This is an optimization exercise on Yosys and OpenROAD, whose aim is small area, not a production implementation. Function was checked by simulation only, so behaviour that the tests miss may differ from the original.

File: design/flow/config.mk
export PLATFORM = sky130hd
export DESIGN_NAME = convolver
export DESIGN_NICKNAME = convolver
export VERILOG_FILES = /design/flow/design.v
export SDC_FILE = /design/flow/constraint.sdc
export NUM_CORES = 4
export LEC_CHECK = 0
export CAP_MARGIN = 20
export CORE_MARGIN = 2
export CORE_UTILIZATION = 45
export PLACE_DENSITY = 0.6
export SLEW_MARGIN = 20
File: design/flow/constraint.sdc
create_clock -name core_clock -period 28.0 [get_ports {clk}]
set_input_delay 5.6000 -clock core_clock [delete_from_list [all_inputs] [get_ports {clk}]]
set_output_delay 5.6000 -clock core_clock [all_outputs]
set_load 0.01 [all_outputs]
File: design/flow/design.v
module convolver #(
    parameter N = 16,   
    parameter Q = 12,   
    parameter n = 416,  
    parameter k = 3,    
    parameter s = 1,    
    parameter NUM_MAC = 8  
)(
    input wire clk,
    input wire rst,
    input wire en,
    input wire [N-1:0] activation_in,
    input wire [(k*k*N)-1:0] weight, 
    input wire [N-1:0] batch_gamma,  
    input wire [N-1:0] batch_beta,   
    output wire [N-1:0] conv_out
);
    reg [N-1:0] line_buffer [(k-1)*n-1:0];
    wire [N-1:0] window_buffer [0:k*k-1];
    integer i;
    always @(posedge clk) begin
        if (rst) begin
            for (i = 0; i < (k-1)*n; i = i + 1) begin
                line_buffer[i] <= 0;
            end
        end else if (en) begin
            for (i = (k-1)*n-1; i > 0; i = i - 1) begin
                line_buffer[i] <= line_buffer[i-1];
            end
            line_buffer[0] <= activation_in;  
        end
    end
    genvar x, y;
    generate
        for (y = 0; y < k; y = y + 1) begin : window_row
            for (x = 0; x < k; x = x + 1) begin : window_col
                if (y == k-1) begin
                    assign window_buffer[y*k + x] = line_buffer[x];  
                end else begin
                    assign window_buffer[y*k + x] = line_buffer[y*n + x];
                end
            end
        end
    endgenerate
    reg [N-1:0] conv_temp;
    always @(*) begin
        conv_temp = 0;
        for (i = 0; i < k*k; i = i + 1) begin
            conv_temp = conv_temp + (($signed(window_buffer[i]) * $signed(weight[i*N +: N])) >>> Q);
        end
    end
    wire [N-1:0] bn_out;
    assign bn_out = (conv_temp * batch_gamma) + batch_beta;
    assign conv_out = (bn_out[N-1]) ? (bn_out >>> 3) : bn_out;  
endmodule
File: design/flow/run.sh
#!/bin/bash
# synth_recipe.tcl (not shown) runs the flow's synth.tcl, then flattens the netlist and writes it again
# the make line also repeats each setting of config.mk as NAME=value (left out here)
make -C /OpenROAD-flow-scripts/flow DESIGN_CONFIG=/design/flow/config.mk WORK_HOME=/design/flow/orfs CLKGATE_MAP_FILE= SYNTH_SCRIPT=/design/flow/synth_recipe.tcl finish
==> impl_metrics.py, run 1 <==
metrics = {
    "status": {
        "status": "finished clean",
    },
    "route": {
        "route.antenna.remaining_nets": 0,
        "drc": 0,
        "drt_iter0_markers": 7164,
        "wl_microns": 429000,
        "drtPass1Iterations": 5,
        "num_vias": 162000,
        "vias_per_cell": 4.75,
        "wl_per_cell_microns": 12.6,
    },
    "die": {
        "ioPinCount": 211,
        "die_area_sq_mm": 0.606,
        "die_w_microns": 779,
        "fp-row-count": 284,
        "die_h_microns": 779,
        "initial_core_util_pct": 45.1,
        "coreArea_sq_mm": 0.598,
    },
    "worst_setup_path": {
        "critPathArrivalTime_ns": 20.33,
        "critPathLaunchType": "input pin",
        "r2r_cells": 3,
        "cpPeakStageDelay_ns": 0.94,
        "r2r_start": "line_buffer[2][2]",
        "crit_top_cell": "fa_1",
        "worstPathMaxFanout": 15,
        "reg2reg_slack_ns": 26.50,
        "end_kind": "output port",
        "path_class": "in -> out",
        "r2r_end": "line_buffer[3][2]",
        "cp_slowest_cell": "fa_1",
        "crit_required_ns": 22.40,
    },
    "synthesis": {
        "syn_area_sq_mm": 0.270,
        "synth_seq_cells": 6704,
        "avgSynthCellArea_sq_um": 10.3,
        "netlist-cell-type-count": 58,
        "synth_top_cell_by_area": "dfxtp_1",
        "syn-num-nets": 27600,
        "ys_seq_area_share_pct": 49.7,
        "synthTopCellsByArea": "dfxtp_1, mux2i_1, nor2_1",
        "async_flop_share_pct": 0,
        "synth-edff-count": 0,
        "synth_warnings": 2,
        "synthFlopType": "dfxtp_1",
        "yosysTopAreaCellShare_pct": 49.7,
        "synthCells": 26100,
    },
    "sta": {
        "timing.slew.headroom_pct": 25.1,
        "slew_viol_final": 0,
        "fin_crit_ns": 25.93,
        "rsz0062_at_grt": "false",
        "final-setup-viol-count": 0,
        "max_clock_freq_mhz": 38.6,
        "tns_ns": 0,
        "finalHoldViolations": 0,
        "skew_ns": 0.0513,
        "worstMarginPinSlew_ns": 1.12,
        "fin_crit_sh_pct": 92.6,
    },
    "clock_network": {
        "clock_path_buffers": 4,
        "cts_resized": 0,
        "numCtsBuffers": 699,
        "htreeDepth": 6,
        "cts.sinks": 6704,
        "cts_tree": "yes",
        "root_buffer": "clkbuf_16",
        "clk-insertion-delay-late_ns": 1.07,
        "clk_pin_slew_worst_paths_ns": 0.06,
        "post_cts_buffers": 0,
        "hold_buffers": 0,
    },
    "grt": {
        "grt_max_degree": 269,
        "grt_pass1_wl_microns": 748000,
        "antenna_found_initial": 13,
        "grt_use_total_pct": 13.9,
        "grt_overflow": 0,
        "grt_pass1_vias": 158000,
    },
    "run": {
        "cap_violations": 0,
    },
    "place": {
        "dp_hpwl_microns": 255000,
        "gp_congestion": 0.821,
        "portBuffers": 209,
    },
    "final_layout": {
        "area_growth_pct": 11.4,
        "largest_reg_flops": 6704,
        "final_layout_size_suffix_gt1_share_pct": 4.90,
        "reg_top3": "line_buffer: 6704 flops",
        "nNetsFinal": 27000,
        "regMostFlops": "line_buffer",
    },
    "worst_hold_path": {
        "min_from": "line_buffer[319][4]",
        "hold_end": "line_buffer[320][4]",
        "holdPathStages": 2,
        "holdCritPathClass": "reg -> reg",
    },
}
==> worst max-delay path: cells and delay by family <==
| kind | cells | cell delay (ns) |
|---|---|---|
| simple gates | 4 | 0.96 |
| compound gates | 6 | 1.40 |
| buf+inv | 12 | 1.78 |
| xor+xnor | 2 | 1.06 |
| fa+ha+maj | 19 | 9.08 |
| mux | 1 | 0.40 |
==> per-stage QoR <==
stage / hold WS (ns) / cell area, sq um / utilization (%) / instances / setup WS (ns)
floorplan: 0.460 / 270000 / - / 26100 / 4.27
global placement: 0.470 / 278000 / 46.4 / 32900 / 1.92
detailed placement: 0.478 / 278000 / 46.4 / 32900 / 1.93
CTS: 0.449 / 301000 / 50.3 / 34100 / 1.87
global route: 0.471 / 301000 / 50.3 / 34100 / 1.25
finish: 0.445 / 301000 / 50.3 / 34100 / 2.07
==> cells in the final DEF (no fill, tap or decap), types with 12 or more instances in the layout <==
cell                n
xnor2_1           244
clkinv_2           92
nor2_1           6740
nand2_1           789
and2_1            528
fa_1              809
clkbuf_1          189
xor2_1             72
nor3_1             12
clkinv_16          20
dfxtp_1          6704
inv_1            1178
mux2i_1          6712
o21ai_0            26
a21o_1             13
buf_12             28
clkbuf_8          168
ha_1              470
clkdlybuf4s50_1   207
buf_4             166
bufinv_16          26
inv_6              12
a21oi_1            33
clkbuf_16         709
==> metal layers <==
layer	wire length, microns	vias to the layer above	track usage [%]
met3	17500	781	2.40
met4	11600	14	3.98
met2	189000	1639	23.2
met1	211000	76100	18.4
met5	105	-	0
li1	-	83500	-
==> cell families (layout without fill, tap and decap cells) <==
kind of cell / Yosys count / after routing / share of synthesized area (%)
flops: 6704 / 6704 / 49.7
fa+ha+maj: 1279 / 1279 / 8.18
simple gates: 8119 / 8119 / 11.8
mux: 6717 / 6717 / 24.9
buf+inv: 2869 / 2836 / 4.00
xor+xnor: 320 / 320 / 1.06
other cells: 1 / 7 / 0.00139
compound gates: 129 / 129 / 0.319
==> area by class of cell <==
cell class | instances | area [sq um]
multi-input combinational | 16600 | 125000
inverter | 1178 | 4420
sequential | 6704 | 134000
tap | 8008 | 10000
clock inverter | 183 | 2400
timing repair buffer | 409 | 4050
fill | 54400 | 297000
antenna | 6 | 15.0
clock buffer | 1066 | 20800
==> cell usage after synthesis (6+ instances only) <==
cell type / n
ha_1: 470
buf_1: 402
nor2b_1: 11
inv_1: 1178
xnor2_1: 244
buf_2: 7
a21oi_1: 33
a41o_1: 8
a21o_1: 13
and3_1: 10
or3_1: 6
nand2b_1: 6
xor2_1: 72
mux2i_1: 6712
and2_1: 528
o21a_1: 7
nor2_1: 6740
fa_1: 809
nand2_1: 789
nor3_1: 12
clkbuf_1: 1280
dfxtp_1: 6704
o41ai_1: 6
o21ai_0: 26
==> worst max-delay path by stage <==
stage                start           end  cells past startpoint
2_1_floorplan  weight[129]  conv_out[11]                     47
3_3_place_gp    weight[49]  conv_out[10]                     45
3_5_place_dp    weight[49]   conv_out[7]                     43
4_1_cts         weight[52]   conv_out[7]                     44
5_1_grt         weight[50]   conv_out[7]                     43
6_report        weight[52]   conv_out[7]                     44
==> inputs of run 2 (changes only) <==
==> design/flow/design.v (replaced) <==
module convolver #(
    parameter N = 16,   
    parameter Q = 12,   
    parameter n = 416,  
    parameter k = 3,    
    parameter s = 1,    
    parameter NUM_MAC = 8
)(
    input wire clk,
    input wire rst,
    input wire en,
    input wire [N-1:0] activation_in,
    input wire [(k*k*N)-1:0] weight,
    input wire [N-1:0] batch_gamma,
    input wire [N-1:0] batch_beta,
    output wire [N-1:0] conv_out
);
    localparam L = n + k;   
    reg [N-1:0] x [0:L-1];
    integer i;
    always @(posedge clk) begin
        if (en) begin
            x[0] <= activation_in;
            for (i = 1; i < L; i = i + 1)
                x[i] <= x[i-1];
        end
    end
    reg [8:0] cnt;
    always @(posedge clk) begin
        if (rst)
            cnt <= 9'd0;
        else if (en && cnt != L)
            cnt <= cnt + 9'd1;
    end
    wire v0   = cnt != 9'd0;
    wire v1   = cnt >= 9'd2;
    wire v2   = cnt >= 9'd3;
    wire v416 = cnt >= 9'd417;
    wire v417 = cnt >= 9'd418;
    wire v418 = cnt == L;
    function [3:0] top4;
        input [N-1:0] a;
        input [N-1:0] b;
        reg [N-1:0] p;
        begin
            p = a * b;
            top4 = p[N-1:Q];
        end
    endfunction
    wire [3:0] t0 = top4(x[0],   weight[0*N +: N]);
    wire [3:0] t1 = top4(x[1],   weight[1*N +: N]);
    wire [3:0] t2 = top4(x[2],   weight[2*N +: N]);
    wire [3:0] t3 = top4(x[n],   weight[3*N +: N]);
    wire [3:0] t4 = top4(x[n+1], weight[4*N +: N]);
    wire [3:0] t5 = top4(x[n+2], weight[5*N +: N]);
    wire [3:0] t6 = top4(x[0],   weight[6*N +: N]);
    wire [3:0] t7 = top4(x[1],   weight[7*N +: N]);
    wire [3:0] t8 = top4(x[2],   weight[8*N +: N]);
    wire [4:0] r0 = (t0 + t6) & {5{v0}};
    wire [4:0] r1 = (t1 + t7) & {5{v1}};
    wire [4:0] r2 = (t2 + t8) & {5{v2}};
    wire [3:0] r3 = t3 & {4{v416}};
    wire [3:0] r4 = t4 & {4{v417}};
    wire [3:0] r5 = t5 & {4{v418}};
    wire [7:0] c = r0 + r1 + r2 + r3 + r4 + r5;
    wire [N-1:0] bn = c * batch_gamma + batch_beta;
    assign conv_out = bn[N-1] ? (bn >> 3) : bn;
endmodule
==> impl_metrics.py, run 2 <==
metrics = {
    "final_layout": {
        "nNetsFinal": 13600,
        "largest_reg_flops": 6704,
        "design_area_sq_mm": 0.272,
        "final_layout_size_suffix_gt1_share_pct": 7.90,
        "area_growth_pct": 13.3,
        "final_common_cell": "edfxtp_1",
        "reg_top3": "x: 6704 flops, cnt: 9 flops",
        "nFillCells": 41600,
        "utilization_pct": 51.1,
        "fin_cells": 19700,
        "final_cell_mix": "edfxtp_1, inv_1, fa_1",
        "regMostFlops": "x",
    },
    "die": {
        "die_h_microns": 734,
        "fp-row-count": 268,
        "die_area_sq_mm": 0.539,
        "coreArea_sq_mm": 0.532,
        "ioPinCount": 211,
        "die_w_microns": 734,
        "initial_core_util_pct": 45.1,
    },
    "place": {
        "dp_cells": 18500,
        "gp_congestion": 0.851,
        "place_area_sq_mm": 0.251,
        "portBuffers": 209,
        "dp_hpwl_microns": 203000,
    },
    "worst_setup_path": {
        "crit_top_cell": "fa_1",
        "crit_required_ns": 22.40,
        "startpoint": "weight[113]",
        "critPathLaunchType": "input pin",
        "r2r_end": "cnt[1]",
        "cp_slowest_cell": "xor2_1",
        "r2r_start": "cnt[3]",
        "reg2reg_slack_ns": 26.00,
        "worstPathMaxFanout": 15,
        "end_kind": "output port",
        "path_class": "in -> out",
        "r2r_cells": 5,
        "crit_end": "conv_out[0]",
        "cpPeakStageDelay_ns": 0.81,
        "critPathArrivalTime_ns": 20.83,
    },
    "grt": {
        "antenna_found_initial": 36,
        "use_met2_pct": 18.7,
        "grt_use_total_pct": 13.2,
        "grt_pass1_vias": 97200,
        "grt_pass1_wl_microns": 566000,
        "grt_util_met3_pct": 2.92,
        "grt.met1_usage_pct": 20.6,
        "grt_max_degree": 222,
        "grt_overflow": 0,
        "top_usage_layer": "met1",
    },
    "synthesis": {
        "synth_seq_cells": 6713,
        "netlist-cell-type-count": 52,
        "synth_warnings": 2,
        "synth_common_cells": "edfxtp_1, inv_1, fa_1",
        "yosysTopAreaCellShare_pct": 83.9,
        "yosys.cell_count.top_type": "edfxtp_1",
        "syn-num-nets": 12800,
        "synth_top_cell_by_area": "edfxtp_1",
        "synthFlopType": "edfxtp_1",
        "synthCells": 11300,
        "avgSynthCellArea_sq_um": 21.2,
        "ys_seq_area_share_pct": 84.0,
        "synth-edff-count": 6704,
        "async_flop_share_pct": 0,
        "synthTopCellsByArea": "edfxtp_1, fa_1, ha_1",
        "syn_area_sq_mm": 0.240,
    },
    "clock_network": {
        "cts_tree": "yes",
        "hold_buffers": 0,
        "htreeDepth": 6,
        "numCtsBuffers": 645,
        "cts.sinks": 6713,
        "clock_path_buffers": 4,
        "root_buffer": "clkbuf_16",
        "cts_resized": 0,
        "clk_pin_slew_worst_paths_ns": 0.06,
        "post_cts_buffers": 0,
        "clk-insertion-delay-late_ns": 1.05,
    },
    "sta": {
        "rsz0062_at_grt": "false",
        "finalHoldViolations": 0,
        "worstMarginPinSlew_ns": 1.14,
        "skew_ns": 0.0469,
        "tns_ns": 0,
        "fin_crit_sh_pct": 94.4,
        "final-setup-viol-count": 0,
        "slew_viol_final": 0,
        "fin_crit_ns": 26.43,
        "max_clock_freq_mhz": 37.8,
        "timing.slew.headroom_pct": 23.9,
        "holdWs_ns": 0.383,
    },
    "route": {
        "drtPass1Iterations": 5,
        "vias_per_cell": 4.78,
        "wl_microns": 363000,
        "drc": 0,
        "drt_iter0_markers": 8083,
        "wl_per_cell_microns": 18.5,
        "num_vias": 94100,
        "route.antenna.remaining_nets": 0,
    },
    "run": {
        "cap_violations": 0,
    },
    "status": {
        "status": "finished clean",
    },
    "worst_hold_path": {
        "holdCritPathClass": "reg -> reg",
    },
}
[run 2: cell count changes after synthesis, sizes merged, moves of 33 or more]
cell | before | now
clkbuf | 1280 | 171
nor2 | 6740 | 48
inv | 1178 | 1211
edfxtp | 0 | 6704
dfxtp | 6704 | 9
and2 | 528 | 571
mux2i | 6712 | 13
buf | 411 | 4
nand2 | 789 | 736
[run 2: how the worst min path moves through the flow]
stage               depth (start not counted)      start         end  slack, ns
floorplan                                   0   x[99][0]   x[100][0]       0.40
global placement                            0  x[301][2]   x[302][2]       0.40
detailed placement                          0  x[99][12]  x[100][12]       0.40
CTS                                         0  x[331][7]   x[332][7]       0.38
global route                                0  x[331][7]   x[332][7]       0.38
finish                                      0  x[331][7]   x[332][7]       0.38
[run 2: area by class of cell]
class                      instances  area (sq um)  share of cell area [%]
antenna                           10          25.0                 0.00921
clock buffer                     802         16900                    6.22
clock inverter                   356          3480                    1.28
inverter                        1211          4550                    1.67
multi-input combinational       3213         33100                    12.2
sequential                      6713        201000                    74.2
tap                             7020          8780                    3.23
timing repair buffer             333          3280                    1.21
[run 2: layer usage]
| layer | share of wire [%] | vias to the layer above |
|---|---|---|
| li1 | - | 42500 |
| met1 | 50 | 49000 |
| met2 | 42 | 1892 |
| met3 | 5.6 | 676 |
| met4 | 2.5 | 14 |
| met5 | 0.029 | - |
[run 2: cell families (layout without fill, tap and decap cells)]
kind of cell             count (synthesis)  count (layout)  synth area share, %
AO/OA/AOI/OAI                          171             171                0.480
XOR/XNOR                               320             320                 1.21
adder cells (fa/ha/maj)               1267            1267                 9.13
buffers and inverters                 1386            2702                 2.18
flip-flops                            6713            6713                 84.0
multiplexers                            14              14               0.0589
other                                    1              11              0.00156
AND/OR/NAND/NOR                       1440            1440                 2.94
[run 2: through the flow]
stage | setup slack, ns
2_1_floorplan | 4.59
3_3_place_gp | 1.43
3_5_place_dp | 1.46
4_1_cts | 1.45
5_1_grt | 0.784
6_report | 1.57
[run 2: critical path, delay by kind of cell]
family | cells | cell delay (ns)
compound gates | 5 | 0.98
buf+inv | 8 | 1.57
simple gates | 3 | 0.66
mux | 1 | 0.40
fa+ha+maj | 18 | 7.79
xor+xnor | 9 | 3.74

[what the ideal ports hide]
The flow's constraints put no driver on any port. The routed layouts listed below were extracted and timed again, unchanged, in two steps.
Step 1 assumes that a clkbuf_16 drives the clock port and a buf_2 every other input.
Step 2 also shifts input and output timing later by t, the mid clock arrival at the registers, as if the neighbouring blocks saw the same clock.
Three values: ideal ports, drivers, drivers and shift; two values: the first two.
| run | t (ns) | setup WS [ns] | clock arrival spread, ns | worst register clock-pin slew, ns | cell pins on the clock port's net |
|---|---|---|---|---|---|
| run 1 | 1.159 | 2.069 / 2.044 / 2.044 | 0.073 / 0.073 | 0.06 / 0.06 | 1 |
| run 2 | 1.165 | 1.575 / 1.553 / 1.553 | 0.077 / 0.077 | 0.07 / 0.07 | 1 |
After both steps setup and hold are still met in every run listed. The setup slack of run 1, which loses most, moves by -0.025 ns with the drivers and by -0.025 ns with both steps.
